This is an optimization exercise on Yosys and OpenROAD, whose aim is small area and a short achievable clock period, not a production implementation. Power figures rest on the tool's default switching activity, not on a simulated workload.

## the baseline
## alu_reg
module alu_reg
( input         clk,
  input  [2:0]  Op_code,
  input  [31:0] A, B,
  output [31:0] Y
);
Size: roughly 390 cells after synthesis, ~100 I/O pins, about 3800 µm² of cells after synthesis.
==> module ALU_inc2n, before the edit <==
module ALU_inc2n
( input  [1:0] u,
  input  ci,
  output [1:0] y
);
  wire [1:0] v;
  assign v[0] = ~u[0];
  assign v[1] = u[1] ^ (&u[0:0]);
  ALU_mux2 m0 (.s(ci), .a1(u[0]), .a0(v[0]), .y(y[0]));
  ALU_mux2 m1 (.s(ci), .a1(u[1]), .a0(v[1]), .y(y[1]));
endmodule
==> module ALU_inc2, before the edit <==
module ALU_inc2
( input  [1:0] u,
  input  ci,
  output [1:0] y
);
  wire [1:0] v;
  assign v[0] = ~u[0];
  assign v[1] = u[1] ^ (&u[0:0]);
  ALU_mux2 m0 (.s(ci), .a1(v[0]), .a0(u[0]), .y(y[0]));
  ALU_mux2 m1 (.s(ci), .a1(v[1]), .a0(u[1]), .y(y[1]));
endmodule
==> flow/config.mk <==
export PLATFORM = sky130hd
export DESIGN_NAME = alu_reg
export DESIGN_NICKNAME = alu_reg
export VERILOG_FILES = /design/flow/design.v
export SDC_FILE = /design/flow/constraint.sdc
export NUM_CORES = 8
export LEC_CHECK = 0
export CAP_MARGIN = 20
export CORE_MARGIN = 2
export CORE_UTILIZATION = 40
export SETUP_SLACK_MARGIN = 2.8
export SLEW_MARGIN = 20
export SYNTH_HIERARCHICAL = 1
==> flow/constraint.sdc <==
create_clock -name core_clock -period 4.5 [get_ports {clk}]
set_input_delay 0.9000 -clock core_clock [delete_from_list [all_inputs] [get_ports {clk}]]
set_output_delay 0.9000 -clock core_clock [all_outputs]
set_load 0.01 [all_outputs]
standard.sh (not shown) runs the stock make flow with config.mk's settings and CLKGATE_MAP_FILE= SYNTH_SCRIPT=/design/flow/synth_recipe.tcl, a recipe that flattens the netlist after the stock synthesis.
==> flow/flow/run.sh <==
#!/bin/bash
# Own flow: the standard layout (standard.sh) with these changes:
#  - ports are buffered with the smallest buffer (buffer_ports -buffer_cell),
#  - before floorplanning every combinational cell is set to drive strength 1
#    (flow/downsize.tcl), so the timing repair starts from the smallest cells,
#  - clock tree synthesis adds no dummy loads.
# The make output goes to standard_make.log; ORFS keeps each step's log under
# orfs/logs/.
set -euo pipefail
here=$(pwd)
bash standard.sh \
  "BUFFER_PORTS_ARGS=-buffer_cell sky130_fd_sc_hd__buf_1" \
  "PRE_FLOORPLAN_TCL=$here/flow/downsize.tcl" \
  "CTS_ARGS=-sink_clustering_enable -repair_clock_nets -dont_use_dummy_load" \
  finish > standard_make.log 2>&1
==> flow/flow/downsize.tcl <==
# Start sizing from the smallest drive: swap every combinational cell that
# synthesis mapped to a larger drive strength for the _1 cell of the same
# function (same pins); the timing repair later sizes up what it needs.
# Flip-flops keep their cells.
set db [ord::get_db]
set block [ord::get_db_block]
set swapped 0
foreach inst [$block getInsts] {
  set m [$inst getMaster]
  set name [$m getName]
  if {![regexp {^(sky130_fd_sc_hd__([a-z0-9]+))_([0-9]+)$} $name -> base kind drive]} { continue }
  if {[string match "df*" $kind] || [string match "conb" $kind] || $drive == 1} { continue }
  set small [$db findMaster ${base}_1]
  if {$small eq "NULL" || $small eq ""} { continue }
  if {[$inst swapMaster $small]} { incr swapped }
}
puts "downsize: swapped $swapped cells to drive 1"
Relative to the baseline, the following input files were edited for the candidate:
==> flow/design.v, changed modules only <==
module ALU_inc2n
( input  [1:0] u,
  input  ci,
  output [1:0] y
);
  wire c = ~ci;
  assign y[0] = u[0] ^ c;
  assign y[1] = u[1] ^ (c & (&u[0:0]));
endmodule
module ALU_inc2
( input  [1:0] u,
  input  ci,
  output [1:0] y
);
  wire c = ci;
  assign y[0] = u[0] ^ c;
  assign y[1] = u[1] ^ (c & (&u[0:0]));
endmodule
==> comparison <==
What the baseline reported for number of well-tap cells placed has to be multiplied by 0.837 to get the figure for the candidate. Looking at number of cells in the finished layout apart from fillers across the candidate and the baseline, the one that comes out lower is the candidate. Taking the baseline as the reference, in the candidate timing-limited maximum frequency down about 0.7%; cell count after placement decreased by 44 relative to the old numbers. Total cell area at the placement stage: the candidate < the baseline. The final reports for the candidate and the baseline show average cell area after synthesis higher in the former. Period utilization: the candidate higher than the baseline. Compared with the baseline, the candidate is the less power-hungry design.
No run of this note included a check of the RTL's function; only the layout flow was run.

* * *

The RTL this note starts from:
==> flow/design.v <==
module ALU_pre
( input  [2:0]  Op_code,
  input  [31:0] A, B,
  output [31:0] U,
  output [2:0] G
);
  wire cin   = (Op_code == 3'b010) | (Op_code == 3'b101);
  reg  [31:0] x, y;
  always @(*) begin
    case (Op_code)
      3'b011:  x = A & B;
      3'b100:  x = A | B;
      3'b111:  x = B;
      default: x = A;
    endcase
    case (Op_code)
      3'b001:  y = B;
      3'b010:  y = ~B;
      3'b110:  y = 32'hFFFFFFFF;
      default: y = 32'd0;
    endcase
  end
  assign {G[0], U[7:0]} = {1'b0, x[7:0]} + {1'b0, y[7:0]} + cin;
  assign {G[1], U[15:8]} = {1'b0, x[15:8]} + {1'b0, y[15:8]} + 1'b0;
  assign {G[2], U[23:16]} = {1'b0, x[23:16]} + {1'b0, y[23:16]} + 1'b0;
  assign U[31:24] = x[31:24] + y[31:24] + 1'b0;
endmodule
module ALU_post
( input  [31:0] U,
  input  [2:0] G,
  output [31:0] Y
);
  wire p0 = &U[7:0];
  wire p1 = &U[15:8];
  wire p2 = &U[23:16];
  wire p3 = &U[31:24];
  wire [3:0] c;
  assign c[0] = 1'b0;
  assign c[1] = (G[0]);
  assign c[2] = (G[0] & p1) | (G[1]);
  assign c[3] = (G[0] & p1 & p2) | (G[1] & p2) | (G[2]);
  assign Y[7:0] = U[7:0] + c[0];
  assign Y[15:8] = U[15:8] + c[1];
  assign Y[23:16] = U[23:16] + c[2];
  assign Y[31:24] = U[31:24] + c[3];
endmodule
module alu_reg
( input         clk,
  input  [2:0]  Op_code,
  input  [31:0] A, B,
  output [31:0] Y
);
  wire [31:0] u_c, y_c;
  wire [2:0]  g_c;
  reg  [31:0] u_r, y_r;
  reg  [2:0]  g_r;
  ALU_pre  u_pre  (.Op_code(Op_code), .A(A), .B(B), .U(u_c), .G(g_c));
  ALU_post u_post (.U(u_r), .G(g_r), .Y(y_c));
  always @(posedge clk) begin
    u_r <= u_c;
    g_r <= g_c;
    y_r <= y_c;
  end
  assign Y = y_r;
endmodule
make LEC_CHECK=0 CAP_MARGIN=20 CORE_MARGIN=2 CORE_UTILIZATION=40 SLEW_MARGIN=20 finish   # period 4.5 ns
run.sh (not shown) runs the stock make flow with config.mk's settings and CLKGATE_MAP_FILE= SYNTH_SCRIPT=/design/flow/synth_recipe.tcl, a recipe that flattens the netlist after the stock synthesis.
Stock flow here: none of the scripts above is used.
The baseline ran to the end with no violations.
Then changed:
==> flow/design.v (replaced) <==
module ALU_pre
( input  [2:0]  Op_code,
  input  [31:0] A, B,
  output [31:0] U,
  output [6:0] G
);
  wire cin   = (Op_code == 3'b010) | (Op_code == 3'b101);
  reg  [31:0] x, y;
  always @(*) begin
    case (Op_code)
      3'b011:  x = A & B;
      3'b100:  x = A | B;
      3'b111:  x = B;
      default: x = A;
    endcase
    case (Op_code)
      3'b001:  y = B;
      3'b010:  y = ~B;
      3'b110:  y = 32'hFFFFFFFF;
      default: y = 32'd0;
    endcase
  end
  assign {G[0], U[3:0]} = {1'b0, x[3:0]} + {1'b0, y[3:0]} + cin;
  assign {G[1], U[7:4]} = {1'b0, x[7:4]} + {1'b0, y[7:4]} + 1'b0;
  assign {G[2], U[11:8]} = {1'b0, x[11:8]} + {1'b0, y[11:8]} + 1'b0;
  assign {G[3], U[15:12]} = {1'b0, x[15:12]} + {1'b0, y[15:12]} + 1'b0;
  assign {G[4], U[19:16]} = {1'b0, x[19:16]} + {1'b0, y[19:16]} + 1'b0;
  assign {G[5], U[23:20]} = {1'b0, x[23:20]} + {1'b0, y[23:20]} + 1'b0;
  assign {G[6], U[27:24]} = {1'b0, x[27:24]} + {1'b0, y[27:24]} + 1'b0;
  assign U[31:28] = x[31:28] + y[31:28] + 1'b0;
endmodule
module ALU_post
( input  [31:0] U,
  input  [6:0] G,
  output [31:0] Y
);
  wire p0 = &U[3:0];
  wire p1 = &U[7:4];
  wire p2 = &U[11:8];
  wire p3 = &U[15:12];
  wire p4 = &U[19:16];
  wire p5 = &U[23:20];
  wire p6 = &U[27:24];
  wire p7 = &U[31:28];
  wire [7:0] c;
  assign c[0] = 1'b0;
  assign c[1] = (G[0]);
  assign c[2] = (G[0] & p1) | (G[1]);
  assign c[3] = (G[0] & p1 & p2) | (G[1] & p2) | (G[2]);
  assign c[4] = (G[0] & p1 & p2 & p3) | (G[1] & p2 & p3) | (G[2] & p3) | (G[3]);
  assign c[5] = (G[0] & p1 & p2 & p3 & p4) | (G[1] & p2 & p3 & p4) | (G[2] & p3 & p4) | (G[3] & p4) | (G[4]);
  assign c[6] = (G[0] & p1 & p2 & p3 & p4 & p5) | (G[1] & p2 & p3 & p4 & p5) | (G[2] & p3 & p4 & p5) | (G[3] & p4 & p5) | (G[4] & p5) | (G[5]);
  assign c[7] = (G[0] & p1 & p2 & p3 & p4 & p5 & p6) | (G[1] & p2 & p3 & p4 & p5 & p6) | (G[2] & p3 & p4 & p5 & p6) | (G[3] & p4 & p5 & p6) | (G[4] & p5 & p6) | (G[5] & p6) | (G[6]);
  assign Y[3:0] = U[3:0] + c[0];
  assign Y[7:4] = U[7:4] + c[1];
  assign Y[11:8] = U[11:8] + c[2];
  assign Y[15:12] = U[15:12] + c[3];
  assign Y[19:16] = U[19:16] + c[4];
  assign Y[23:20] = U[23:20] + c[5];
  assign Y[27:24] = U[27:24] + c[6];
  assign Y[31:28] = U[31:28] + c[7];
endmodule
module alu_reg
( input         clk,
  input  [2:0]  Op_code,
  input  [31:0] A, B,
  output [31:0] Y
);
  wire [31:0] u_c, y_c;
  wire [6:0]  g_c;
  reg  [31:0] u_r, y_r;
  reg  [6:0]  g_r;
  ALU_pre  u_pre  (.Op_code(Op_code), .A(A), .B(B), .U(u_c), .G(g_c));
  ALU_post u_post (.U(u_r), .G(g_r), .Y(y_c));
  always @(posedge clk) begin
    u_r <= u_c;
    g_r <= g_c;
    y_r <= y_c;
  end
  assign Y = y_r;
endmodule
Effect: The changed run ran to the end with no violations; global-route usage went down by 0.14 points; critical path depth is unchanged; cell count drops by 3.7%; combinational power drops by 4.9%; via count fell by 5.9%; total power grows by 4.2%; maximum frequency went up by 19%; design area climbs by 0.87%; clock-buffer cell count is unchanged; register-to-register slack is worse by 0.20 ns; clock power is higher by 17%; setup slack improves by 0.58 ns; wire length increases by 1.8%; sequential share of layout area goes up by 1.2 points.
No run of this note included a check of the RTL's function; only the layout flow was run.

[port drivers added, routing unchanged]
How much do the figures lean on ideal ports? The routed layouts below were timed once more, with nothing changed but the port constraints. Step 1 (the two cells are an assumption about what drives the block):
set clk [get_ports {clk}]
set_driving_cell -lib_cell sky130_fd_sc_hd__clkbuf_16 $clk
set_driving_cell -lib_cell sky130_fd_sc_hd__buf_2 [delete_from_list [all_inputs] $clk]
Step 2 times the ports against the registers' clock, not the clock port: input delays grow and output delays shrink by t, the midpoint of the rising clock arrivals with the driver on. Slacks: no drivers / after step 1 / after step 2; pairs: no drivers / after step 1.
run	t, ns	setup slack, ns	worst hold slack (ns)	slew at the worst register clock pin (ns)	worst data-port slew with drivers (ns)
the baseline	0.362	2.457 / 2.430 / 2.068	0.329 / 0.329 / 0.329	0.08 / 0.08	0.07
the candidate	0.361	2.443 / 2.416 / 2.055	0.328 / 0.328 / 0.328	0.08 / 0.08	0.08
the first run of note 2	0.373	0.797 / 0.805 / 0.432	0.322 / 0.322 / 0.322	0.08 / 0.08	0.05
the second run of note 2	0.375	1.381 / 1.394 / 1.019	0.328 / 0.328 / 0.328	0.08 / 0.08	0.04
After both steps every run listed still meets setup and hold. The setup slack of the baseline, which loses most, moves by -0.027 ns with the drivers and by -0.389 ns with both steps.
